Context: an optimization exercise on an open-source flow, tuned for a short achievable clock period and few clock cycles. The choices shown serve that exercise and are no tape-out recipe.
At most, simulation tests tie the RTL to the original design; equivalence was not proved.
Only the layout flow was run in run 1; the RTL was not checked for function there.
No activity file was given, so power comes from the tool's default toggle rates.

## flow/run.sh

```bash
#!/bin/bash
# synth_recipe.tcl (not shown) runs the flow's synth.tcl, then flattens the netlist and writes it again
# the make line also repeats each setting of config.mk as NAME=value (left out here)
make -C /OpenROAD-flow-scripts/flow DESIGN_CONFIG=/design/flow/config.mk WORK_HOME=/design/flow/orfs CLKGATE_MAP_FILE= SYNTH_SCRIPT=/design/flow/synth_recipe.tcl finish
```

## flow/config.mk

```make
export PLATFORM = sky130hd
export DESIGN_NAME = proj1
export DESIGN_NICKNAME = proj1
export VERILOG_FILES = /design/flow/design.v
export SDC_FILE = /design/flow/constraint.sdc
export NUM_CORES = 4
export LEC_CHECK = 0
export ABC_CLOCK_PERIOD_IN_PS = 2500
export CAP_MARGIN = 20
export CORE_MARGIN = 2
export CORE_UTILIZATION = 40
export SETUP_SLACK_MARGIN = 4.6
export SLEW_MARGIN = 20
export TNS_END_PERCENT = 100
```

## flow/constraint.sdc

```tcl
create_clock -name core_clock -period 7.0 [get_ports {Clk}]
set_input_delay 1.4000 -clock core_clock [delete_from_list [all_inputs] [get_ports {Clk}]]
set_output_delay 1.4000 -clock core_clock [all_outputs]
set_load 0.01 [all_outputs]
```

## flow/design.v

```verilog
module proj1(Clk, Rst, MemQ_IO, MemRW_IO, MemAddr_IO, MemD_IO);
input Clk;
input Rst;
input [15:0] MemQ_IO;
output MemRW_IO;
output [7:0] MemAddr_IO;
output [15:0] MemD_IO;
localparam CACHE = 0;    
localparam NE = 8;       
reg [7:0]  pc;         
reg [7:0]  addr;       
reg        we;         
reg        opc;        
reg [15:0] acc;
reg [15:0] mdr;        
reg m_add, m_or, m_ld, m_mul;
reg x_add, x_or, x_ld, x_mul, x_neg;
reg x_m;               
reg [11:0] pp_lo, pp_hi;   
reg [8*NE-1:0]  c_tag;
reg [16*NE-1:0] c_dat;
reg [NE-1:0] c_val;
reg [NE-1:0] c_sel;    
reg        c_hit;
reg [NE-1:0] c_sel_st;  
reg [NE-1:0] c_ptr;    
assign MemAddr_IO = addr;
assign MemRW_IO = we;
assign MemD_IO = acc;
integer k;
reg [15:0] opnd;
always @(*) begin
	opnd = {16{x_m}} & mdr;
	for (k = 0; k < NE; k = k + 1)
		opnd = opnd | ({16{c_sel[k]}} & c_dat[16*k +: 16]);
end
wire [15:0] prod = {pp_lo[11:4] + pp_hi, pp_lo[3:0]};
wire [15:0] sum = acc + opnd;
wire idle = ~(x_add | x_or | x_ld | x_mul | x_neg);
wire [15:0] acc_nx = ({16{x_add}} & sum) | ({16{x_or}} & (acc | opnd)) | ({16{x_ld}} & opnd) |
                     ({16{x_mul}} & prod) | ({16{x_neg}} & ~acc) | ({16{idle}} & acc);
wire [15:0] cz = {acc[14:0] | opnd[14:0], 1'b0};
wire add_z = ((acc ^ opnd) == cz);
wire z = (idle & (acc == 16'd0)) | (x_neg & (acc == 16'hFFFF)) | (x_ld & (opnd == 16'd0)) |
         (x_or & ((acc | opnd) == 16'd0)) | (x_mul & ((pp_lo == 12'd0) & (pp_hi == 12'd0))) |
         (x_add & add_z);
reg [11:0] mt [0:15];
reg [15:0] nlo, nhi;
reg [11:0] plo, phi;
always @(*) begin
	for (k = 0; k < 16; k = k + 1) begin
		mt[k] = acc[7:0] * k;
		nlo[k] = (MemQ_IO[3:0] == k);
		nhi[k] = (MemQ_IO[7:4] == k);
	end
	plo = 12'd0;
	phi = 12'd0;
	for (k = 1; k < 16; k = k + 1) begin
		plo = plo | ({12{nlo[k]}} & mt[k]);
		phi = phi | ({12{nhi[k]}} & mt[k]);
	end
end
wire [7:0] op = MemQ_IO[7:0];
wire [7:0] a  = MemQ_IO[15:8];
wire hi0    = (op[7:4] == 4'd0);
wire d_add  = hi0 & (op[3:0] == 4'd1);
wire d_or   = hi0 & (op[3:0] == 4'd2);
wire d_jmp  = hi0 & (op[3:0] == 4'd3);
wire d_jz   = hi0 & (op[3:0] == 4'd4);
wire d_ld   = hi0 & (op[3:0] == 4'd5);
wire d_st   = hi0 & (op[3:0] == 4'd6);
wire d_mul  = hi0 & (op[3:0] == 4'd9);
wire d_neg  = hi0 & (op[3:0] == 4'd10);
wire [7:0] pc1 = pc + 8'd1;
wire fetch  = ~opc & ~we;
reg [NE-1:0] hitv;
always @(*)
	for (k = 0; k < NE; k = k + 1)
		hitv[k] = (CACHE != 0) & c_val[k] & (c_tag[8*k +: 8] == a);
wire hit = |hitv;
wire d_hit  = (d_add | d_or | d_ld) & hit;
wire d_miss = ((d_add | d_or | d_ld) & ~hit) | d_mul;
wire take   = d_jmp | (d_jz & z);
wire sel_a  = d_miss | d_st | take;
always @(posedge Clk) begin
	mdr <= MemQ_IO;
	pp_lo <= plo;
	pp_hi <= phi;
	m_add <= d_add;
	m_or  <= d_or;
	m_ld  <= d_ld;
	m_mul <= d_mul;
	c_sel <= (fetch & d_hit) ? hitv : {NE{1'b0}};
	c_hit <= hit;
	for (k = 0; k < NE; k = k + 1) begin
		if (opc & ~c_hit & c_ptr[k]) begin
			c_tag[8*k +: 8] <= addr;
			c_dat[16*k +: 16] <= MemQ_IO;
		end
		if (we & (c_hit ? c_sel_st[k] : c_ptr[k])) begin
			c_tag[8*k +: 8] <= addr;
			c_dat[16*k +: 16] <= acc;
		end
	end
	c_sel_st <= hitv;
	if (Rst) begin
		pc <= 8'd0;
		addr <= 8'd0;
		we <= 1'b0;
		opc <= 1'b0;
		acc <= 16'd0;
		{x_add, x_or, x_ld, x_mul, x_neg} <= 5'd0;
		x_m <= 1'b0;
		c_val <= {NE{1'b0}};
		c_ptr <= {{(NE-1){1'b0}}, 1'b1};
	end else begin
		acc <= acc_nx;
		if ((opc | we) & ~c_hit) begin
			c_val <= c_val | c_ptr;
			c_ptr <= {c_ptr[NE-2:0], c_ptr[NE-1]};
		end
		if (fetch) begin
			pc <= take ? a : pc1;
			addr <= sel_a ? a : pc1;
			opc <= d_miss;
			we <= d_st;
			{x_add, x_or, x_ld, x_mul, x_neg} <= {d_add & hit, d_or & hit, d_ld & hit, 1'b0, d_neg};
			x_m <= 1'b0;
		end else begin
			addr <= pc;
			opc <= 1'b0;
			we <= 1'b0;
			{x_add, x_or, x_ld, x_mul, x_neg} <= opc ? {m_add, m_or, m_ld, m_mul, 1'b0} : 5'd0;
			x_m <= opc;
		end
	end
end
endmodule
```

==> summary.md, run 1 <==
The final cycle utilization of the critical path was 55.09%; the first-pass GRT wire length was 64520 um. The tools report the clock root buffer as sky130_fd_sc_hd__clkbuf_16. For this block, the initial DRC count from the detailed router was 1614. For this run, asynchronously set or reset flops after synthesis account for 0%. The signal on the critical path passes through fa_1 -> inv_1 -> fa_1 -> inv_2 -> ha_4 -> a21oi_2 -> o211ai_1 -> o41ai_2 -> buf_4 -> buf_6 -> buf_6 -> buf_6 -> buf_6 -> buf_6 -> o21ai_4 -> xor2_2 -> a22oi_2 -> o211ai_1.

After legalization and detailed placement, the total HPWL measured 29000 um. From bottom edge to top edge, the die measures 159.7 um. The TritonCTS sink count was 84; the per-cell via count in the routed design was 6.368. Synthesis produced a netlist with a net count of 1396. Input and output buffers added on the ports amount to 42. Average instance area after synthesis: 7.900 um^2.

Area enclosed by the die boundary: 0.02552 mm^2. After synthesis, the share of cell area in mux cells is 2.205%. The synthesized design contains 84 register bits.

The filler cells instantiated in the layout total 2103. For the finished layout, the period the worst path requires is 3.856 ns. For the number of pins exceeding their max-slew limit in the final report, the log shows 0.

The run gives 10940 as the detailed-route via count. Total routing usage reported by global routing: 33.34%. The clock-pin transition on the worst setup and hold timing paths came out at 0.07 ns. For the worst flop-to-flop path, the logic depth is 18.

The hold violation count in the final report is 0. The tightest slew margin relative to the limit came out at 41.63%. The core region is 0.02361 mm^2.

For the remaining global-route overflow, the log shows 0. Most frequent cell on the critical path: sky130_fd_sc_hd__buf_6. Between clock sinks in the finished design, the worst skew comes to 0.01459 ns.

The netlist uses 76 different library cells. The placer's final routability congestion estimate is 1.023. Of the total synthesized cell area, the portion taken by full adders, half adders and majority gates is 22.13%.

The number of maximum-capacitance violations was 0; the number of buffers inserted during clock tree synthesis was 9. Timing would allow up to 259.3 MHz. Effective utilization at floorplan: 41.09%. Setup violations remaining at the end of the flow were counted as 0.

Cell at the slowest stage of the critical path: sky130_fd_sc_hd__fa_1. At the worst endpoint, the required time is 7.22 ns. Setup repair after global routing could not meet its margin everywhere.

Synthesis produced 1228 cells. In the routed design, unresolved DRC markers number 0. After detailed routing, the average wire length per cell comes to 25.68 um.

The run gives 0 as the number of buffers inserted by hold repair at cts. The synthesized-area fraction occupied by xor and xnor cells was 7.132%; the maximum buffer depth of the clock tree was 2. By area, the combinational part of the netlist is dominated by compound AO/OA/AOI/OAI gates. For the antenna cell count, the log shows 0.

The tools report the largest net degree at the start of global routing as 44. The critical path is of the reg -> reg type. VDD sags by at most 0.1087 mV. Measured slew at the worst slew-check pin: 0.8693 ns.

In the final layout, the share of cells above drive strength 1 is 30.52%. The maximum single-stage delay on the critical path came out at 0.56 ns. The number of warnings printed during yosys synthesis was 2; the number of flops mapped to enable cells by yosys was 0.

The endpoint class of the critical path is a flop. The synthesized netlist devotes 26.71% of its cell area to compound gates. The sequential element share of the synthesized area is 17.33%, and the insertion delay to the later sink of the worst-skew pair is 0.36 ns. The logs give 56 for the number of core rows and 4.08 ns for the critical path arrival. After the last flow step, the layout net total stands at 1562. The run gives 44110 um as the overall routed net length.

The synthesized netlist devotes 18.73% of its cell area to simple gates. In this run the worst path has a maximum fanout of 4. The number of H-tree levels is 3, and the post-synth design cell area is 0.009702 mm^2. Measured along the x axis, the die boundary spans 159.7 um. The first TritonRoute pass finished after 8 iterations.

The run gives 0 as the initial antenna violation count. Summed over all cells, the static leakage comes to 5.726 nW. The power per cell area came out at 87.64 mW/mm^2.

Final hold analysis gives a worst-case slack of 0.4388 ns. Leaving out fill and tap cells, the most frequent cells in the layout are 102 x sky130_fd_sc_hd__nand2_1, 102 x sky130_fd_sc_hd__buf_4, 90 x sky130_fd_sc_hd__ha_1. The worst setup path is launched from a flop.

For the count of antenna-violating nets left after detailed routing, the log shows 0. The run finished with no timing, DRC or antenna violations. The worst hold path belongs to the class reg -> reg. Adding up every negative setup slack in the final design gives 0 ns. The layout overhead on the synthesized area is 39.80%.

In the synthesized netlist the dominant register cell turns out to be sky130_fd_sc_hd__dfxtp_1. The number of global-route vias before repair was 10250; the cell count of the worst hold path was 1. For this design the top-level I/O count stands at 43.

TritonCTS built the clock tree.
[report_power, final]
group / switching [mW] / total [mW] / internal, mW
Sequential: 0.00942 / 0.493 / 0.483
Combinational: 0.102 / 0.175 / 0.0722
Clock: 0.234 / 0.521 / 0.287
[final cells by class]
class                           instances  area [um^2]  share of cell area (%)
Multi-Input combinational cell       1000         8601                   63.41
Timing Repair Buffer                  210         2127                   15.68
Sequential cell                        84         1743                   12.85
Tap cell                              319        399.1                   2.943
Inverter                               89        379.1                   2.795
Clock buffer                            9        225.2                   1.661
Clock inverter                          7        88.84                  0.6550
[worst max-delay path: cells and delay by family, from the launching register on]
kind / cells / cell delay (ns)
compound gates: 6 / 1.08
buf+inv: 8 / 0.76
fa+ha+maj: 3 / 1.29
xor+xnor: 1 / 0.18
flops: 1 / 0.38
[flip-flops by register name, indices dropped and copies added (netlist names)]
name   cells
x_neg      1
pc         8
x_ld       1
we         1
x_or       1
addr       8
m_add      1
pp_hi     12
m_mul      1
x_m        1
x_mul      1
x_add      1
pp_lo     12
m_ld       1
mdr       16
acc       16
m_or       1
opc        1
[per-layer routing]
metal  up-vias  wire, um  track usage (%)
met5         -        31                0
met4         2      2735            15.70
met3       175      5185            10.73
met2       703     18290            49.08
met1      5213     17870            44.14
li1       4848         -                -
[synthesized netlist by cell type (all sizes together), types with 11 or more instances]
master    n  area, um^2
a211oi   16       120.1
a21o     17       127.6
a21oi    78       394.1
a221oi   26       227.7
a22oi    28       210.2
a31oi    21       131.4
and2     13       81.33
buf      16       78.82
clkbuf   39       146.4
dfxtp    84        1682
fa       36       720.7
ha      114        1426
inv      88       330.3
nand2   111       416.7
nand2b   13       81.33
nand3    42       210.2
nand4    11       68.82
nor2     92       345.3
nor2b    22       137.6
nor3     33       165.2
nor4     19       118.9
o211ai   14       105.1
o21ai    58       290.3
o21bai   12       90.09
o22ai    15       93.84
xnor2    55       481.7
xor2     24       210.2
[logic make-up (layout without fill, tap and decap cells)]
group / count (synthesis) / count (layout)
AO/OA/AOI/OAI: 372 / 372
buffers and inverters: 144 / 315
AND/OR/NAND/NOR: 381 / 381
multiplexers: 18 / 18
XOR/XNOR: 79 / 79
flip-flops: 84 / 84
adder cells (fa/ha/maj): 150 / 150
[worst paths after layout]
path | to | slack, ns | from
setup / recovery | pp_hi[11] | 3.14 | acc[0]
setup reg to reg | pp_hi[11] | 3.14 | acc[0]
hold reg to reg | x_mul | 0.44 | m_mul
hold / removal | x_mul | 0.44 | m_mul
[metrics by stage]
step	instances	area [um^2]	worst slack (ns)	utilization [%]	total power, mW
4_1_cts	1676	12820	3.286	54.31	1.177
2_1_floorplan	1228	10240	3.513	-	0.5907
5_1_grt	1718	13560	3.047	57.44	1.221
3_3_place_gp	1547	10750	2.734	45.51	0.6324
3_5_place_dp	1547	10750	2.718	45.51	0.6306
6_report	1718	13560	3.144	57.44	1.189
[repair_timing]
action	4_1_cts	5_1_grt
pin swaps	69	67
buffers inserted	108	42
endpoints found under the setup margin	82	65
resized for setup	271	120
cloned	5	0
==> run 2, diff against run 1 <==
--- a/flow/design.v
+++ b/flow/design.v
@@ -7,3 +7,3 @@
 output [15:0] MemD_IO;
-localparam CACHE = 0;    
+localparam CACHE = 1;    
 localparam NE = 8;       
==> run 2 against run 1 <==
Against the previous run:
- still clean on timing, DRC and antenna
- maximum frequency is 3.1% higher
- sequential share of layout area is 19 points higher
- final cell count is 65% higher
- global-route usage is 3.0 points lower
- clock power grew to 3.6 times the previous value
- sequential power grew to 3.9 times the previous value
- critical path type unchanged
- largest cell class unchanged
- highest routed layer is now met4
==> summary.md, run 2 <==
The flow ran to the end and the layout has no timing, DRC or antenna violations. The tools report the detailed-route via count as 17500 (+60%). The logs give 2037 (+66%) for the synthesized instance count and 0.02890 ns (+0.01431 ns) for the worst clock skew. Endpoint class of the critical path: a flop. The initial antenna violation count is 0 (unchanged), and the count of distinct cell types in the synthesized netlist is 74 (-2.6%). In the layout the commonest cells are 253 x sky130_fd_sc_hd__nand2_1, 192 x sky130_fd_sc_hd__edfxtp_1, 166 x sky130_fd_sc_hd__o21ai_0.

The run gives 4.14 ns (+0.06 ns) as the critical path arrival. Ranked by total cell area, the synthesized netlist is headed by sky130_fd_sc_hd__edfxtp_1 30%, sky130_fd_sc_hd__dfxtp_1 12%, sky130_fd_sc_hd__ha_1 7.3%. The clock-pin transition on the worst setup and hold timing paths was 0.06 ns (about the same). The cell family contributing the most delay on the critical path is adder cells. Standard cell core area: 0.04775 mm^2 (+100%). The leading cell type by number of instances after synthesis was sky130_fd_sc_hd__nand2_1. The tools report the HPWL after detailed placement as 48430 um (+67%). Walking the worst path, the cells encountered are fa_1 -> inv_2 -> fa_1 -> inv_1 -> ha_1 -> a21o_1 -> a21oi_4 -> o21ai_4 -> buf_4 -> buf_6 -> a21oi_4 -> xnor2_2 -> mux2i_2 -> a211oi_2 -> a211o_1. The final cycle utilization of the critical path came out at 53.43% (-1.7 points).

The layout overhead on the synthesized area was 31.62%; the number of remaining DRC errors was 0 (unchanged). The tools report the number of maximum-capacitance violations as 0 (unchanged). The run gives 0.01934 mm^2 (+99%) as the post-synth design cell area. The maximum single-stage delay on the critical path came out at 0.60 ns (+0.04 ns). The cell sitting at the root of the clock tree is a sky130_fd_sc_hd__clkbuf_16. The startpoint identified for the worst hold timing path is m_ld.

The setup slack of the most critical reg-to-reg path is 3.26 ns (+0.12 ns). The worst setup path is launched from a flop. The maximum buffer depth of the clock tree was 3 (+1).

The run gives 17110 (+67%) as the number of global-route vias before repair. The worst hold-check path type was reg -> reg. The tools report the required time of the critical path as 7.40 ns (+0.18 ns).

The share of Yosys cell area claimed by the top area cell type was 29.81% (+12 points). The register with the most flip-flops is c_dat. The tools report the number of warnings printed during yosys synthesis as 2 (unchanged). The first-pass iteration count of the detailed router is 7 (-1), and the highest net fanout along the worst path is 6 (+2). The most common flop cell mapped by yosys was sky130_fd_sc_hd__edfxtp_1. The commonest non-fill, non-tap cell in the layout is sky130_fd_sc_hd__nand2_1.

The logs give 0 (unchanged) for the antenna cell count and 53.32% (-4.1 points) for the final design utilization. The TritonCTS sink count was 309 (+270%); the overall routed net length was 77450 um (+76%). The highest clock frequency the design can meet was 267.4 MHz (+3.1%); the minimum clock period after layout was 3.740 ns (-0.1158 ns). The total routing usage reported by global routing was 30.35% (-3.0 points); the number of DRC violations after detailed-routing iteration 0 was 2205 (+37%).

The number of flops mapped to enable cells by yosys was 192 (+192). The count of buffers inserted at the top-level ports was 42 (unchanged). For the number of placed instances with taps included, the log shows 2596 (+68%). The average instance area after synthesis came out at 9.494 um^2 (+20%). The die span in x was 223.9 um (+40%); the remaining global-route overflow was 0 (unchanged). The layout net count is 2368 (+52%), and the measured slew at the worst slew-check pin is 1.126 ns (+0.2567 ns). Endpoint of the most critical register-to-register path: pp_lo[7].

The cell type contributing the most total cell area after synthesis was sky130_fd_sc_hd__edfxtp_1. The share of cells above drive strength 1 was 29.14% (-1.4 points). The power per cell area is 162.4 mW/mm^2 (+85%), and the number of H-tree levels is 2 (-1). The area enclosed by the die boundary is 0.05012 mm^2 (+96%), and the fraction of registers with async set/reset is 0% (unchanged). The depth of the worst register-to-register path was 15 (-3).

The insertion delay to the later sink of the worst-skew pair is 0.54 ns (+0.18 ns). The worst hold path terminates at x_ld. The critical path is of the reg -> reg type. The sequential element share of the synthesized area was 41.92% (+25 points); the worst vdd rail ir drop was 0.1285 mV (+18%). Number of cells on the critical path: 15 (-3).

The largest individual stage delay along the critical path comes from the cell sky130_fd_sc_hd__fa_1. The run gives 112500 um (+74%) as the first-pass GRT wire length. The tightest slew margin relative to the limit is 24.39% (-17 points). The run gives 0 (unchanged) as the hold violation count in the final report. For the effective utilization at floorplan, the log shows 40.51% (-0.58 points). In this run the critical register-to-register path is launched from acc[1]. TritonCTS built the clock tree. The final-report setup violation count was 0 (unchanged); the placer's final routability congestion estimate was 1.061 (+3.7%).

For the largest net degree at the start of global routing, the log shows 51 (+16%). The number of standard cells in the layout, taps in and fillers out is 2842 (+65%). The average wire per standard cell is 27.25 um (+6.1%). Counting instances in the post-synthesis netlist gives the leading cell types as 269 x sky130_fd_sc_hd__nand2_1, 193 x sky130_fd_sc_hd__o21ai_0, 192 x sky130_fd_sc_hd__edfxtp_1.

The number of buffers inserted during clock tree synthesis came out at 34 (+25). The number of storage elements in the synthesis netlist came out at 309 (+270%). The per-cell via count in the routed design was 6.157 (-3.3%); the number of pins exceeding their max-slew limit in the final report was 0 (unchanged). The standby leakage power was 10.15 nW (+77%); the total negative slack was 0 ns (unchanged). The count of antenna-violating nets left after detailed routing came out at 0 (unchanged). In the final layout, the registers with the most flip-flops are c_dat (128), c_tag (64). The number of core rows was 80 (+43%). The cell count of the worst hold path came out at 1 (unchanged). The sum of buffers and inverters on the critical path is 4 (-4), and the height of the chip is 223.9 um (+40%). Setup repair after global routing could not meet its margin everywhere. The flip-flop count of the largest register, all copies and words added was 128; the post-synth net total was 2204 (+58%). The count of pins on the block boundary is 43 (unchanged).
==> run 2: area by class of cell <==
cell class | count | area (um^2)
fill | 4206 | 22290
multi-input combinational | 1493 | 12080
sequential | 309 | 8229
timing repair buffer | 263 | 2804
clock buffer | 47 | 960.9
tap | 615 | 769.5
inverter | 100 | 390.4
clock inverter | 15 | 224.0
==> run 2: routing by layer <==
layer  part of all wire, %  global-route usage, %  wire (um)  vias to the layer above
met3                   8.0                  4.119       6181                      224
met2                    47                  50.05      36440                      895
li1                      -                      -          -                     7773
met1                    39                  38.56      30130                     8607
met4                   6.1                  16.67       4701                        0
met5                     0                      0          0                        -
==> run 2: cell families after synthesis <==
kind of cell / synth area share [%]
flip-flops: 41.92
AO/OA/AOI/OAI: 19.05
multiplexers: 2.323
buffers and inverters: 4.943
adder cells (fa/ha/maj): 11.04
XOR/XNOR: 6.476
AND/OR/NAND/NOR: 14.25
==> run 2: worst register-to-register path, cell delays in order (launching register included) <==
cell	delay, ns
sky130_fd_sc_hd__dfxtp_4	0.41
sky130_fd_sc_hd__fa_1	0.61
sky130_fd_sc_hd__inv_2	0.05
sky130_fd_sc_hd__fa_1	0.52
sky130_fd_sc_hd__inv_1	0.06
sky130_fd_sc_hd__ha_1	0.31
sky130_fd_sc_hd__a21o_1	0.21
sky130_fd_sc_hd__a21oi_4	0.18
sky130_fd_sc_hd__o21ai_4	0.10
sky130_fd_sc_hd__buf_4	0.15
sky130_fd_sc_hd__buf_6	0.11
sky130_fd_sc_hd__a21oi_4	0.16
sky130_fd_sc_hd__xnor2_2	0.10
sky130_fd_sc_hd__mux2i_2	0.27
sky130_fd_sc_hd__a211oi_2	0.12
sky130_fd_sc_hd__a211o_1	0.27
==> run 2: repair_timing <==
item                       CTS  global route
pin swaps                  100            95
cloned                       9             1
hold endpoints to repair     0             0
hold buffers                 0             0
gates resized for setup    523           159
setup endpoints to repair  330           108
setup buffers              132            42
==> run 2: worst max path at each step <==
stage,end,from,slack [ns]
after CTS,pp_hi[11],acc[1],3.38
after detailed placement,addr[4],MemQ_IO[1],1.98
after global placement,addr[5],MemQ_IO[1],2.08
final,pp_lo[7],acc[1],3.26
after global routing,pp_hi[11],acc[1],3.19
after floorplan,addr[3],MemQ_IO[6],3.30
==> run 2: stage by stage <==
stage / hold slack [ns] / worst slack (ns) / area, um^2 / power [mW]
4_1_cts: 0.4526 / 3.383 / 24340 / 4.127
3_3_place_gp: 0.4518 / 2.084 / 20580 / 2.198
6_report: 0.4553 / 3.260 / 25460 / 4.133
2_1_floorplan: 0.4057 / 3.302 / 19980 / 2.132
5_1_grt: 0.4733 / 3.192 / 25460 / 4.239
3_5_place_dp: 0.4528 / 1.981 / 20580 / 2.201
==> run 2: power breakdown <==
part	total, mW	internal [mW]	switching [mW]
Sequential	1.94	1.93	0.00981
Clock	1.90	1.15	0.749
Combinational	0.290	0.114	0.176
Testbench counts of run 2, summed over its fixed seeds: cycles 12,651.
==> run 3, diff against run 2 <==
--- a/flow/config.mk
+++ b/flow/config.mk
@@ -7,3 +7,3 @@
 export LEC_CHECK = 0
-export ABC_CLOCK_PERIOD_IN_PS = 2500
+export ABC_CLOCK_PERIOD_IN_PS = 300
 export CAP_MARGIN = 20
==> run 3 against run 2 <==
Against the previous run:
- sequential share of layout area unchanged
- largest power group unchanged
- core utilization unchanged
- critical endpoint unchanged
- critical path depth unchanged
==> summary.md, run 3 <==
The top cell types in the final layout, fill and taps aside, are 253 x sky130_fd_sc_hd__nand2_1, 192 x sky130_fd_sc_hd__edfxtp_1, 166 x sky130_fd_sc_hd__o21ai_0. The worst register-to-register path begins at acc[1]. TritonCTS built the clock tree.

Traced cell by cell, the critical path runs through fa_1 -> inv_2 -> fa_1 -> inv_1 -> ha_1 -> a21o_1 -> a21oi_4 -> o21ai_4 -> buf_4 -> buf_6 -> a21oi_4 -> xnor2_2 -> mux2i_2 -> a211oi_2 -> a211o_1. The count of pins on the block boundary is 43 (unchanged), and the clock-pin transition on the worst setup and hold timing paths is 0.06 ns (about the same). The critical path arrival came out at 4.14 ns (about the same). The number of fillers in the final layout is 4206 (unchanged), and the clock power share is 46.0% (about the same). The tools report the instance area after placement as 0.02058 mm^2 (unchanged). The tools report the number of pins exceeding their max-slew limit in the final report as 0 (unchanged). The endpoint of the most critical register-to-register path was pp_lo[7]. The depth of the worst register-to-register path works out to 15 (unchanged). The final standard cell area without fillers is 0.02546 mm^2 (unchanged), and the share of Yosys cell area claimed by the top area cell type is 29.81% (unchanged). The logs give 7 (unchanged) for the first-pass iteration count of the detailed router and 2 (unchanged) for the number of H-tree levels. The worst clock skew came out at 0.02890 ns (unchanged). The average wire per standard cell is 27.25 um (unchanged), and the TritonCTS sink count is 309 (unchanged).

In this run the worst hold path is classified as reg -> reg. The cell type contributing the most total cell area after synthesis is sky130_fd_sc_hd__edfxtp_1. The power per cell area was 162.4 mW/mm^2 (unchanged); the total routing usage reported by global routing was 30.35% (unchanged).

Most common flop cell mapped by yosys: sky130_fd_sc_hd__edfxtp_1. For the insertion delay to the later sink of the worst-skew pair, the log shows 0.54 ns (about the same). The placer's final routability congestion estimate was 1.061 (unchanged). By area the synthesized netlist is led by sky130_fd_sc_hd__edfxtp_1 30%, sky130_fd_sc_hd__dfxtp_1 12%, sky130_fd_sc_hd__ha_1 7.3%.

The tools report the endpoint of the worst hold path as x_ld. The logs give 4.133 mW (unchanged) for the power after layout and 40.51% (unchanged) for the effective utilization at floorplan. The measured slew at the worst slew-check pin was 1.126 ns (unchanged). The share of cells above drive strength 1 was 29.14% (unchanged); the final worst slack was 3.260 ns (unchanged).

The largest registers in the layout are c_dat (128), c_tag (64). The count of antenna-violating nets left after detailed routing is 0 (unchanged), and the remaining global-route overflow is 0 (unchanged). The number of standard cells in the layout, taps in and fillers out was 2842 (unchanged). Final-report setup violation count: 0 (unchanged). The worst hold path begins at m_ld.

Reported net switching power: 0.9351 mW (unchanged). The commonest non-fill, non-tap cell in the layout was sky130_fd_sc_hd__nand2_1. For the largest net degree at the start of global routing, the log shows 51 (unchanged).

The number of buffers inserted by hold repair at cts is 0 (unchanged). The run gives 0 (unchanged) as the number of remaining DRC errors. The standby leakage power is 10.15 nW (unchanged). The slowest stage of the critical path belongs to the cell sky130_fd_sc_hd__fa_1. The maximum single-stage delay on the critical path works out to 0.60 ns (about the same).

Setup repair after global routing could not meet its margin everywhere. The count of distinct cell types in the synthesized netlist is 74 (unchanged), and the cell count of the worst hold path is 1 (unchanged). The tools report the multi-input logic area as 0.01208 mm^2 (unchanged). The flow ran to the end and the layout has no timing, DRC or antenna violations. The post-synth net total came out at 2204 (unchanged). The worst setup slack after placement is 1.981 ns (unchanged), and the design internal power is 3.198 mW (unchanged). The tools report the required time of the critical path as 7.40 ns (about the same). STA classifies the critical path startpoint as a flop. The net switching share of the total power is 22.63% (unchanged).

The number of DRC violations after detailed-routing iteration 0 was 2205 (unchanged). The flip-flop count of the largest register, all copies and words added was 128 (unchanged); the highest clock frequency the design can meet was 267.4 MHz (unchanged). The worst hold-check slack came out at 0.4553 ns (unchanged). For the number of warnings printed during yosys synthesis, the log shows 2 (unchanged). The category of the critical setup timing path is reg -> reg. The share of total power in combinational logic is 7.0% (about the same).

The number of flops mapped to enable cells by yosys was 192 (unchanged). The number of storage elements in the synthesis netlist is 309 (unchanged), and the first-pass GRT wire length is 112500 um (unchanged). The standard cell core area came out at 0.04775 mm^2 (unchanged). For the worst vdd rail ir drop, the log shows 0.1285 mV (unchanged). The sequential cell area was 0.008229 mm^2 (unchanged); the sequential element share of the synthesized area was 41.92% (unchanged). The layout overhead on the synthesized area was 31.62% (unchanged); the number of buffers inserted during clock tree synthesis was 34 (unchanged). Grouping stages by cell kind, the critical path spends the most delay in adder cells. The tightest slew margin relative to the limit was 24.39% (unchanged).

The run gives 2596 (unchanged) as the number of placed instances with taps included. The final cycle utilization of the critical path is 53.43% (unchanged), and the fraction of registers with async set/reset is 0% (unchanged). Hold violation count in the final report: 0 (unchanged). STA classifies the critical path endpoint as a flop. The leading cell type by number of instances after synthesis was sky130_fd_sc_hd__nand2_1.

For the maximum buffer depth of the clock tree, the log shows 3 (unchanged). Sequential group share of total power: 47.0% (about the same). Tracing the worst setup path back leads to its startpoint at acc[1].

The per-cell via count in the routed design was 6.157 (unchanged). The run gives 0 (unchanged) as the initial antenna violation count. Clock root buffer: sky130_fd_sc_hd__clkbuf_16. The run gives 0 (unchanged) as the number of maximum-capacitance violations. The detailed-route via count was 17500 (unchanged).

The layout net count is 2368 (unchanged), and the post-synth design cell area is 0.01934 mm^2 (unchanged). Area enclosed by the die boundary: 0.05012 mm^2 (unchanged). The number of global-route vias before repair is 17110 (unchanged). More flip-flops sit in one register than any other, and that register is c_dat. The run gives 3.26 ns (about the same) as the setup slack of the most critical reg-to-reg path. The sum of buffers and inverters on the critical path works out to 4 (unchanged). Count of buffers inserted at the top-level ports: 42 (unchanged). The die span in x came out at 223.9 um (unchanged). The tools report the final design utilization as 53.32% (unchanged). The tools report the overall routed net length as 77450 um (unchanged). The total negative slack is 0 ns (unchanged).

The number of core rows came out at 80 (unchanged). The tools report the HPWL after detailed placement as 48430 um (unchanged). The height of the chip was 223.9 um (unchanged); the antenna cell count was 0 (unchanged).

The minimum clock period after layout works out to 3.740 ns (unchanged). The synthesized instance count was 2037 (unchanged); the highest net fanout along the worst path was 6 (unchanged). The average instance area after synthesis came out at 9.494 um^2 (unchanged).

The commonest cells after synthesis are 269 x sky130_fd_sc_hd__nand2_1, 193 x sky130_fd_sc_hd__o21ai_0, 192 x sky130_fd_sc_hd__edfxtp_1.
[run 3: cell counts in the layout (fill, tap and decap cells not counted)]
Identical to the previous run, type by type.
[run 3: worst register-to-register path, stage by stage (launching register included)]
cell and delay, ns:
sky130_fd_sc_hd__dfxtp_4 0.41, sky130_fd_sc_hd__fa_1 0.61, sky130_fd_sc_hd__inv_2 0.05, sky130_fd_sc_hd__fa_1 0.52, sky130_fd_sc_hd__inv_1 0.06, sky130_fd_sc_hd__ha_1 0.31, sky130_fd_sc_hd__a21o_1 0.21, sky130_fd_sc_hd__a21oi_4 0.18
sky130_fd_sc_hd__o21ai_4 0.10, sky130_fd_sc_hd__buf_4 0.15, sky130_fd_sc_hd__buf_6 0.11, sky130_fd_sc_hd__a21oi_4 0.16, sky130_fd_sc_hd__xnor2_2 0.10, sky130_fd_sc_hd__mux2i_2 0.27, sky130_fd_sc_hd__a211oi_2 0.12, sky130_fd_sc_hd__a211o_1 0.27
[run 3: logic make-up after synthesis]
| group | Yosys count | synth area share [%] |
|---|---|---|
| AND/OR/NAND/NOR | 596 | 14.25 |
| AO/OA/AOI/OAI | 565 | 19.05 |
| flip-flops | 309 | 41.92 |
| buffers and inverters | 235 | 4.943 |
| adder cells (fa/ha/maj) | 149 | 11.04 |
| XOR/XNOR | 143 | 6.476 |
| multiplexers | 40 | 2.323 |
[run 3: power by group through the flow]
| stage | Clock (mW) | Sequential [mW] | Combinational (mW) |
|---|---|---|---|
| 2_1_floorplan | 0 | 1.99 | 0.146 |
| 3_3_place_gp | 0 | 1.99 | 0.205 |
| 3_5_place_dp | 0 | 1.99 | 0.207 |
| 4_1_cts | 1.91 | 1.94 | 0.272 |
| 5_1_grt | 1.99 | 1.94 | 0.307 |
| 6_report | 1.90 | 1.94 | 0.290 |
[run 3: area by class of cell]
cell class              count  share of cell area [%]
well taps                 615                   3.023
multi-input cells        1493                   47.45
repair buffers            263                   11.01
inverters                 100                   1.534
clock buffers              47                   3.775
clock inverters            15                  0.8798
flip-flops and latches    309                   32.33
[run 3: worst max path at each step]
stage	to	cells past startpoint	slack [ns]
finish	pp_lo[7]	15	3.26
global route	pp_hi[11]	14	3.19
CTS	pp_hi[11]	14	3.38
detailed placement	addr[4]	9	1.98
global placement	addr[5]	9	2.08
floorplan	addr[3]	10	3.30
[run 3: per-layer routing]
metal  vias up  part of all wire, %  global-route usage (%)  routed length [um]
met2       895                   47                   50.05               36440
met4         0                  6.1                   16.67                4701
li1       7773                    -                       -                   -
met1      8607                   39                   38.56               30130
met3       224                  8.0                   4.119                6181
met5         -                    0                       0                   0
[run 3: what timing repair did]
item                       4_1_cts  5_1_grt
pin swaps                      100       95
buffers inserted               132       42
gates resized for setup        523      159
cloned                           9        1
setup endpoints to repair      330      108
==> run 4, diff against run 3 <==
--- a/flow/config.mk
+++ b/flow/config.mk
@@ -7,3 +7,3 @@
 export LEC_CHECK = 0
-export ABC_CLOCK_PERIOD_IN_PS = 300
+export ABC_CLOCK_PERIOD_IN_PS = 1000
 export CAP_MARGIN = 20
==> run 4 against run 3 <==
Against the previous run:
- largest power group unchanged
- synthesized cell count unchanged
- final cell count unchanged
- combinational power hardly changed
- sequential share of layout area unchanged
- still clean on timing, DRC and antenna
- design area stayed put
- maximum frequency is the same
- critical path depth did not move
- routed wire length stayed put
- hold slack stayed put
- power did not move
- via count stayed put
==> summary.md, run 4 <==
For the HPWL after detailed placement, the log shows 48430 um (unchanged). Number of core rows: 80 (unchanged). The placer's final routability congestion estimate is 1.061 (unchanged), and the count of buffers inserted at the top-level ports is 42 (unchanged). The number of buffers inserted during clock tree synthesis is 34 (unchanged), and the count of antenna-violating nets left after detailed routing is 0 (unchanged).

The number of DRC violations after detailed-routing iteration 0 was 2205 (unchanged). The final worst slack is 3.260 ns (unchanged). The layout overhead on the synthesized area was 31.62% (unchanged).

The worst vdd rail ir drop was 0.1285 mV (unchanged). The post-synth design cell area came out at 0.01934 mm^2 (unchanged). The average wire per standard cell is 27.25 um (unchanged). The setup slack of the most critical reg-to-reg path was 3.26 ns (about the same); the number of fillers in the final layout was 4206 (unchanged).

Count of pins on the block boundary: 43 (unchanged). In the layout the commonest cells are 253 x sky130_fd_sc_hd__nand2_1, 192 x sky130_fd_sc_hd__edfxtp_1, 166 x sky130_fd_sc_hd__o21ai_0. Setup repair after global routing could not meet its margin everywhere.

The most common flop cell mapped by yosys is sky130_fd_sc_hd__edfxtp_1. Leaving out fill and tap cells, the most frequent cell in the layout is sky130_fd_sc_hd__nand2_1. The run gives 0 (unchanged) as the number of pins exceeding their max-slew limit in the final report.

The height of the chip works out to 223.9 um (unchanged). Share of cells above drive strength 1: 29.14% (unchanged). The category of the critical setup timing path is reg -> reg.

The standard cell core area is 0.04775 mm^2 (unchanged), and the tightest slew margin relative to the limit is 24.39% (unchanged). The sequential group share of total power is 47.0% (about the same), and the number of warnings printed during yosys synthesis is 2 (unchanged). The run gives 0.54 ns (about the same) as the insertion delay to the later sink of the worst-skew pair. The largest net degree at the start of global routing came out at 51 (unchanged). Flip-flop count of the largest register, all copies and words added: 128 (unchanged). For the synthesized instance count, the log shows 2037 (unchanged). Per-cell via count in the routed design: 6.157 (unchanged). The first-pass GRT wire length was 112500 um (unchanged). The tools report the sequential element share of the synthesized area as 41.92% (unchanged). Standby leakage power: 10.15 nW (unchanged). STA classifies the critical path startpoint as a flop. The logs give 309 (unchanged) for the TritonCTS sink count and 7 (unchanged) for the first-pass iteration count of the detailed router. After synthesis, the most frequently instantiated cells are 269 x sky130_fd_sc_hd__nand2_1, 193 x sky130_fd_sc_hd__o21ai_0, 192 x sky130_fd_sc_hd__edfxtp_1.

The tools report the remaining global-route overflow as 0 (unchanged). The measured slew at the worst slew-check pin came out at 1.126 ns (unchanged). TritonCTS built the clock tree.

Critical path arrival: 4.14 ns (about the same). The number of maximum-capacitance violations came out at 0 (unchanged). The endpoint class of the critical path is a flop. The maximum buffer depth of the clock tree was 3 (unchanged); the share of total power in combinational logic was 7.0% (about the same). The logs give 7.40 ns (about the same) for the required time of the critical path and 0.05012 mm^2 (unchanged) for the area enclosed by the die boundary. The largest total area in the synthesized netlist belongs to sky130_fd_sc_hd__edfxtp_1. The hold violation count in the final report was 0 (unchanged). In the post-synthesis netlist, the cell with the most instances is sky130_fd_sc_hd__nand2_1.

The reported net switching power was 0.9351 mW (unchanged). The highest net fanout along the worst path is 6 (unchanged), and the final cycle utilization of the critical path is 53.43% (unchanged). The number of flops mapped to enable cells by yosys was 192 (unchanged); the total negative slack was 0 ns (unchanged). The post-synth net total was 2204 (unchanged).

The worst clock skew was 0.02890 ns (unchanged). Worst hold-check path type: reg -> reg. For the layout net count, the log shows 2368 (unchanged).

The share of Yosys cell area claimed by the top area cell type came out at 29.81% (unchanged). More flip-flops sit in one register than any other, and that register is c_dat. Fraction of registers with async set/reset: 0% (unchanged). The run finished with no timing, DRC or antenna violations.

The number of storage elements in the synthesis netlist is 309 (unchanged), and the minimum clock period after layout is 3.740 ns (unchanged). The largest registers in the layout are c_dat (128), c_tag (64). The run gives 40.51% (unchanged) as the effective utilization at floorplan. The worst setup slack after placement was 1.981 ns (unchanged); the design internal power was 3.198 mW (unchanged). The net switching share of the total power is 22.63% (unchanged). The run gives 267.4 MHz (unchanged) as the highest clock frequency the design can meet. Count of distinct cell types in the synthesized netlist: 74 (unchanged). The die span in x is 223.9 um (unchanged), and the detailed-route via count is 17500 (unchanged).

Ranked by total cell area, the synthesized netlist is headed by sky130_fd_sc_hd__edfxtp_1 30%, sky130_fd_sc_hd__dfxtp_1 12%, sky130_fd_sc_hd__ha_1 7.3%. The average instance area after synthesis is 9.494 um^2 (unchanged). For the clock power share, the log shows 46.0% (about the same). For the number of H-tree levels, the log shows 2 (unchanged). The number of remaining DRC errors was 0 (unchanged).

The number of global-route vias before repair was 17110 (unchanged); the initial antenna violation count was 0 (unchanged). The clock-pin transition on the worst setup and hold timing paths came out at 0.06 ns (about the same). Clock root buffer: sky130_fd_sc_hd__clkbuf_16. For the total routing usage reported by global routing, the log shows 30.35% (unchanged). The run gives 0 (unchanged) as the antenna cell count. The power per cell area was 162.4 mW/mm^2 (unchanged).

Final-report setup violation count: 0 (unchanged). The overall routed net length was 77450 um (unchanged).
-- run 4: cell counts after synthesis --
No cell type changed its count.
-- run 4: cells by family (layout without fill, tap and decap cells) --
family                   after synthesis  count (layout)  share of synthesized area, %
flip-flops                           309             309                         41.92
buffers and inverters                235             425                         4.943
multiplexers                          40              40                         2.323
AND/OR/NAND/NOR                      596             596                         14.25
adder cells (fa/ha/maj)              149             149                         11.04
AO/OA/AOI/OAI                        565             565                         19.05
XOR/XNOR                             143             143                         6.476
-- run 4: per-stage QoR --
| stage | util, % | std cells | hold WS [ns] | power, mW | cell area, um^2 |
|---|---|---|---|---|---|
| after global routing | 53.32 | 2842 | 0.4733 | 4.239 | 25460 |
| after global placement | 43.10 | 2596 | 0.4518 | 2.198 | 20580 |
| after detailed placement | 43.10 | 2596 | 0.4528 | 2.201 | 20580 |
| after CTS | 50.97 | 2799 | 0.4526 | 4.127 | 24340 |
| after floorplan | - | 2037 | 0.4057 | 2.132 | 19980 |
| final | 53.32 | 2842 | 0.4553 | 4.133 | 25460 |
-- run 4: cell type report --
type / count / area (um^2) / share of cell area [%]
tap: 615 / 769.5 / 3.023
clock buffer: 47 / 960.9 / 3.775
inverter: 100 / 390.4 / 1.534
sequential: 309 / 8229 / 32.33
timing repair buffer: 263 / 2804 / 11.01
multi-input combinational: 1493 / 12080 / 47.45
clock inverter: 15 / 224.0 / 0.8798
-- run 4: metal layers --
layer	part of all wire [%]	routed length, um	vias to the layer above	global-route usage [%]
met4	6.1	4701	0	16.67
met2	47	36440	895	50.05
met5	0	0	-	0
met3	8.0	6181	224	4.119
li1	-	-	7773	-
met1	39	30130	8607	38.56
-- run 4: worst paths after layout --
path,depth (start not counted),startpoint,end
setup / recovery,15,acc[1],pp_lo[7]
hold / removal,1,m_ld,x_ld
setup reg to reg,15,acc[1],pp_lo[7]
hold reg to reg,1,m_ld,x_ld
-- run 4: power by group through the flow --
stage          registers [mW]  logic, mW  clock network [mW]
3_3_place_gp             1.99      0.205                   0
6_report                 1.94      0.290                1.90
2_1_floorplan            1.99      0.146                   0
5_1_grt                  1.94      0.307                1.99
4_1_cts                  1.94      0.272                1.91
3_5_place_dp             1.99      0.207                   0
-- run 4: repair_timing --
action / 4_1_cts / 5_1_grt
pin swaps: 100 / 95
buffers inserted: 132 / 42
endpoints found under the hold margin: 0 / 0
hold buffers: 0 / 0
setup endpoints to repair: 330 / 108
gates resized for setup: 523 / 159
cloned: 9 / 1
-- run 4: worst max-delay path, stage by stage, from the launching register on --
cell and delay [ns]:
sky130_fd_sc_hd__dfxtp_4 0.41, sky130_fd_sc_hd__fa_1 0.60, sky130_fd_sc_hd__inv_2 0.04, sky130_fd_sc_hd__fa_1 0.52
sky130_fd_sc_hd__inv_1 0.06, sky130_fd_sc_hd__ha_1 0.31, sky130_fd_sc_hd__a21o_1 0.21, sky130_fd_sc_hd__a21oi_4 0.18
sky130_fd_sc_hd__o21ai_4 0.10, sky130_fd_sc_hd__buf_4 0.15, sky130_fd_sc_hd__buf_6 0.11, sky130_fd_sc_hd__a21oi_4 0.16
sky130_fd_sc_hd__xnor2_2 0.10, sky130_fd_sc_hd__mux2i_2 0.27, sky130_fd_sc_hd__a211oi_2 0.12, sky130_fd_sc_hd__a211o_1 0.27
==> run 5, diff against run 4 <==
--- a/flow/design.v
+++ b/flow/design.v
@@ -9,2 +9,3 @@
 localparam NE = 8;       
+localparam NI = 16;      
 reg [7:0]  pc;         
@@ -26,2 +27,8 @@
 reg [NE-1:0] c_ptr;    
+reg [8*NI-1:0]  i_tag;
+reg [16*NI-1:0] i_dat;
+reg [NI-1:0] i_val;
+reg [NI-1:0] i_ptr;    
+reg [15:0] iword;      
+reg        fi;         
 assign MemAddr_IO = addr;
@@ -62,4 +69,18 @@
 end
-wire [7:0] op = MemQ_IO[7:0];
-wire [7:0] a  = MemQ_IO[15:8];
+wire [7:0] pc1 = pc + 8'd1;
+reg [NI-1:0] ih1, ih0, isn;
+reg [15:0] iw1;
+always @(*) begin
+	iw1 = 16'd0;
+	for (k = 0; k < NI; k = k + 1) begin
+		ih1[k] = i_val[k] & (i_tag[8*k +: 8] == pc1);    
+		ih0[k] = i_val[k] & (i_tag[8*k +: 8] == pc);     
+		isn[k] = i_val[k] & (i_tag[8*k +: 8] == addr);   
+		iw1 = iw1 | ({16{ih1[k]}} & i_dat[16*k +: 16]);
+	end
+end
+wire ifill = ~opc & ~we & ~(|ih0);    
+wire [15:0] instr = fi ? iword : MemQ_IO;
+wire [7:0] op = instr[7:0];
+wire [7:0] a  = instr[15:8];
 wire hi0    = (op[7:4] == 4'd0);
@@ -73,4 +94,3 @@
 wire d_neg  = hi0 & (op[3:0] == 4'd10);
-wire [7:0] pc1 = pc + 8'd1;
-wire fetch  = ~opc & ~we;
+wire fetch  = ~opc & (~we | fi);
 reg [NE-1:0] hitv;
@@ -78,3 +98,3 @@
 	for (k = 0; k < NE; k = k + 1)
-		hitv[k] = (CACHE != 0) & c_val[k] & (c_tag[8*k +: 8] == a);
+		hitv[k] = (CACHE != 0) & c_val[k] & (c_tag[8*k +: 8] == a) & ~(we & ~c_hit & c_ptr[k]);
 wire hit = |hitv;
@@ -105,3 +125,12 @@
 	c_sel_st <= hitv;
+	iword <= iw1;
+	for (k = 0; k < NI; k = k + 1)
+		if (ifill & i_ptr[k]) begin
+			i_tag[8*k +: 8] <= pc;
+			i_dat[16*k +: 16] <= MemQ_IO;
+		end
 	if (Rst) begin
+		i_val <= {NI{1'b0}};
+		i_ptr <= {{(NI-1){1'b0}}, 1'b1};
+		fi <= 1'b0;
 		pc <= 8'd0;
@@ -117,2 +146,7 @@
 		acc <= acc_nx;
+		if (ifill) begin
+			i_val <= i_val | i_ptr;
+			i_ptr <= {i_ptr[NI-2:0], i_ptr[NI-1]};
+		end else if (we)
+			i_val <= i_val & ~isn;
 		if ((opc | we) & ~c_hit) begin
@@ -126,2 +160,3 @@
 			we <= d_st;
+			fi <= d_st & (|ih1);
 			{x_add, x_or, x_ld, x_mul, x_neg} <= {d_add & hit, d_or & hit, d_ld & hit, 1'b0, d_neg};
@@ -132,2 +167,3 @@
 			we <= 1'b0;
+			fi <= 1'b0;
 			{x_add, x_or, x_ld, x_mul, x_neg} <= opc ? {m_add, m_or, m_ld, m_mul, 1'b0} : 5'd0;
--- a/flow/config.mk
+++ b/flow/config.mk
@@ -7,3 +7,3 @@
 export LEC_CHECK = 0
-export ABC_CLOCK_PERIOD_IN_PS = 1000
+export ABC_CLOCK_PERIOD_IN_PS = 2500
 export CAP_MARGIN = 20
==> run 5 against run 4 <==
Against the previous run:
- via count is 81% higher
- flip-flop and latch count is 433 higher
- first-iteration DRC count is 110% higher
- hold slack hardly changed
- core utilization is 0.37 points higher
- critical path depth stayed put
- area after synthesis is 100% higher
- count of clock-buffer cells in the layout is 62 higher
- critical path type unchanged
- still clean on timing, DRC and antenna
- critical endpoint is now pp_hi[11]
==> summary.md, run 5 <==
The flow ran to the end and the layout has no timing, DRC or antenna violations. The tools report the count of pins on the block boundary as 43 (unchanged). The worst hold path terminates at x_add. The sequential element share of the synthesized area came out at 53.32% (+11 points). The worst clock skew is 0.03069 ns (+0.001787 ns), and the TritonCTS sink count is 742 (+140%).

In the final layout, the registers with the most flip-flops are i_dat (256), c_dat (128), i_tag (128). The share of cells above drive strength 1 is 30.32% (+1.2 points), and the setup slack of the most critical reg-to-reg path is 3.31 ns (+0.05 ns). The run gives 212000 um (+88%) as the first-pass GRT wire length. The number of fillers in the final layout was 7865 (+87%).

The critical path goes through fa_1 -> inv_1 -> fa_1 -> inv_1 -> ha_1 -> a21o_1 -> a21oi_4 -> o21ai_4 -> a2111oi_4 -> buf_4 -> o31ai_2 -> xnor2_1 -> nand2_1 -> o2111ai_1 -> o211ai_1. The depth of the worst register-to-register path came out at 15 (unchanged). The highest net fanout along the worst path was 4 (-2); the first-pass iteration count of the detailed router was 8 (+1). Worst hold-check path type: reg -> reg. Source of the worst register-to-register timing path: acc[1]. Among all cell types in the netlist, the one instantiated most often is sky130_fd_sc_hd__edfxtp_1. For the number of global-route vias before repair, the log shows 29760 (+74%).

After synthesis, the most frequently instantiated cells are 576 x sky130_fd_sc_hd__edfxtp_1, 304 x sky130_fd_sc_hd__xnor2_1, 273 x sky130_fd_sc_hd__nand2_1. The flip-flop count of the largest register, all copies and words added is 256 (+100%). The detailed-route via count is 31610 (+81%), and the die span in x is 314.9 um (+41%). The placer's final routability congestion estimate came out at 0.9282 (-13%). The number of H-tree levels is 3 (+1), and the power per cell area is 189.4 mW/mm^2 (+17%). The run gives 151400 um (+95%) as the overall routed net length.

HPWL after detailed placement: 73900 um (+53%). The most common flop cell mapped by yosys was sky130_fd_sc_hd__edfxtp_1. The minimum clock period after layout came out at 3.687 ns (-0.05376 ns). The tools report the post-synth design cell area as 0.03867 mm^2 (+100%). The worst setup path is captured at a flop. More flip-flops sit in one register than any other, and that register is i_dat.

The logs give 0.02077 mm^2 (+150%) for the sequential cell area and 3963 (+67%) for the layout net count. The endpoint identified for the worst register-to-register timing path is pp_hi[11]. The commonest non-fill, non-tap cell in the layout is sky130_fd_sc_hd__edfxtp_1. Category of the critical setup timing path: reg -> reg.

Largest net degree at the start of global routing: 62 (+22%). The number of warnings printed during yosys synthesis is 2 (unchanged), and the hold violation count in the final report is 0 (unchanged). The remaining global-route overflow was 0 (unchanged); the standard cell core area was 0.09628 mm^2 (+100%).

The area enclosed by the die boundary is 0.09919 mm^2 (+98%), and the final-report setup violation count is 0 (unchanged). The worst min-delay path startpoint was m_add. The average instance area after synthesis was 11.67 um^2 (+23%). The run gives 16.43% (-8.0 points) as the tightest slew margin relative to the limit. The height of the chip came out at 314.9 um (+41%). The logs give 0.1581 mV (+23%) for the worst vdd rail ir drop and 3 (unchanged) for the maximum buffer depth of the clock tree.

The tools report the initial antenna violation count as 5 (+5). The highest clock frequency the design can meet was 271.3 MHz (+1.5%). The largest individual stage delay along the critical path comes from the cell sky130_fd_sc_hd__fa_1. The insertion delay to the later sink of the worst-skew pair came out at 0.64 ns (+0.10 ns). The library cells used most frequently in the layout, excluding fill and tap cells, are 576 x sky130_fd_sc_hd__edfxtp_1, 261 x sky130_fd_sc_hd__nand2_1, 257 x sky130_fd_sc_hd__buf_4. The count of buffers inserted at the top-level ports works out to 42 (unchanged). TritonCTS built the clock tree. The logs give 4524 (+110%) for the number of DRC violations after detailed-routing iteration 0 and 40.17% (-0.34 points) for the effective utilization at floorplan. The number of storage elements in the synthesis netlist is 742 (+140%). The per-cell via count in the routed design was 6.151 (about the same). The run gives 0 (unchanged) as the number of buffers inserted by hold repair at cts.

The tools report the number of maximum-capacitance violations as 0 (unchanged). Number of pins exceeding their max-slew limit in the final report: 0 (unchanged). The worst setup path is launched from a flop. For the number of core rows, the log shows 114 (+43%).

The number of buffers inserted during clock tree synthesis was 79 (+130%); the required time of the critical path was 7.44 ns (+0.04 ns). The maximum single-stage delay on the critical path is 0.56 ns (-0.04 ns). The fraction of registers with async set/reset was 0% (unchanged); the critical path arrival was 4.13 ns (about the same).

The measured slew at the worst slew-check pin was 1.241 ns (+0.1145 ns). Ranked by total cell area, the synthesized netlist is headed by sky130_fd_sc_hd__edfxtp_1 45%, sky130_fd_sc_hd__dfxtp_1 8.6%, sky130_fd_sc_hd__xnor2_1 6.9%. The final cycle utilization of the critical path works out to 52.66% (-0.77 points). Setup repair after global routing could not meet its margin everywhere. For the post-synth net total, the log shows 3480 (+58%). The number of flops mapped to enable cells by yosys is 576 (+200%). The cell count of the worst hold path was 1 (unchanged). The clock-pin transition on the worst setup and hold timing paths is 0.06 ns (about the same). The logs give 19.36 nW (+91%) for the standby leakage power and 0 ns (unchanged) for the total negative slack.

Total routing usage reported by global routing: 29.45% (-0.90 points). The number of remaining DRC errors is 0 (unchanged), and the average wire per standard cell is 29.45 um (+8.1%). The multi-input logic area came out at 0.01927 mm^2 (+60%). Count of antenna-violating nets left after detailed routing: 0 (unchanged). Synthesized instance count: 3313 (+63%).

Share of Yosys cell area claimed by the top area cell type: 44.72% (+15 points). Compared with the post-synthesis result, the final layout area differs by 33.64%. Clock root buffer: sky130_fd_sc_hd__clkbuf_16. Count of distinct cell types in the synthesized netlist: 82 (+11%). For the power after layout, the log shows 9.791 mW (+140%). Summed over all instances, the cell type with the most area after synthesis is sky130_fd_sc_hd__edfxtp_1.
## run 5: area by class of cell
cell class                 instances  share of cell area (%)
clock buffer                     109                   4.360
multi-input combinational       2291                   37.28
timing repair buffer             564                   13.47
sequential                       742                   40.20
antenna                            1                0.004842
tap                             1276                   3.089
inverter                         118                  0.9369
clock inverter                    38                  0.6609
## run 5: worst max-delay path by stage
stage	cells past startpoint	start	to	slack, ns
2_1_floorplan	11	MemQ_IO[11]	addr[3]	3.68
3_3_place_gp	10	MemQ_IO[14]	addr[4]	1.82
3_5_place_dp	10	MemQ_IO[14]	addr[4]	1.76
4_1_cts	14	acc[1]	pp_hi[9]	3.31
5_1_grt	14	acc[1]	pp_hi[9]	3.14
6_report	15	acc[1]	pp_hi[11]	3.31
## run 5: timing repair
item	in CTS	in global routing
pin swaps	168	113
setup buffers	367	63
cloned	58	2
endpoints found under the setup margin	728	533
gates resized for setup	682	169
## run 5: metrics by stage
stage / instances / worst slack [ns] / hold slack (ns) / util [%] / area (um^2)
global route: 5138 / 3.137 / 0.4805 / 53.68 / 51680
global placement: 4501 / 1.818 / 0.4310 / 42.46 / 40880
floorplan: 3313 / 3.677 / 0.4057 / - / 39810
finish: 5139 / 3.313 / 0.4556 / 53.68 / 51680
CTS: 5073 / 3.311 / 0.4555 / 52.25 / 50310
detailed placement: 4501 / 1.756 / 0.4410 / 42.46 / 40880
## run 5: metal layers
layer,GRT usage (%),wire length (um)
met1,40.35,58550
met2,44.54,66380
met4,14.76,9053
met3,5.703,17310
met5,0,74
## run 5: kinds of logic after synthesis
logic type / share of synthesized area, %
and+or+nand+nor: 10.62
DFF: 53.32
AOI/OAI and AO/OA: 13.19
xor gates and xnor gates: 12.02
buffers and inverters: 3.416
adders and majority gates: 5.519
muxes: 1.919
## run 5: report_power, final
part / total, mW / switching (mW) / internal (mW)
logic: 0.729 / 0.430 / 0.299
clock network: 4.25 / 1.81 / 2.45
registers: 4.81 / 0.0361 / 4.77
total: 9.79 / 2.27 / 7.52
## run 5: critical path: cells and delay by family, from the launching register on
family                   cells  cell delay, ns
AO/OA/AOI/OAI                7            1.20
XOR/XNOR                     1            0.24
adder cells (fa/ha/maj)      3            1.33
buffers and inverters        3            0.27
flip-flops                   1            0.38
AND/OR/NAND/NOR              1            0.08
Testbench counts of run 5, summed over its fixed seeds: cycles 11,485.

port drivers added, routing unchanged:
The results above use ideal ports. As a check the final layouts listed here were re-extracted and re-timed, cells and wires unchanged.
Step 1: set_driving_cell puts a clkbuf_16 on Clk and a buf_2 on each other input, an assumption about the parent block.
Step 2 times the ports against the registers' clock, not the clock port: input delays grow and output delays shrink by t, the midpoint of the rising clock arrivals with the driver on.
Three values: ideal, step 1, step 2; two values: the first two.
run | t, ns | setup WS [ns] | latest minus earliest clock arrival (ns) | worst register clock-pin slew, ns | worst slew at a driven data input, ns
run 1 | 0.403 | 3.144 / 3.144 / 3.144 | 0.015 / 0.015 | 0.08 / 0.08 | 0.05
run 2 | 0.581 | 3.260 / 3.260 / 2.939 | 0.030 / 0.030 | 0.07 / 0.07 | 0.10
run 3 | 0.581 | 3.260 / 3.260 / 2.939 | 0.030 / 0.030 | 0.07 / 0.07 | 0.10
run 4 | 0.581 | 3.260 / 3.260 / 2.939 | 0.030 / 0.030 | 0.07 / 0.07 | 0.10
run 5 | 0.691 | 3.313 / 3.313 / 3.043 | 0.031 / 0.031 | 0.07 / 0.07 | 0.15
After both steps setup and hold are still met in every run listed.
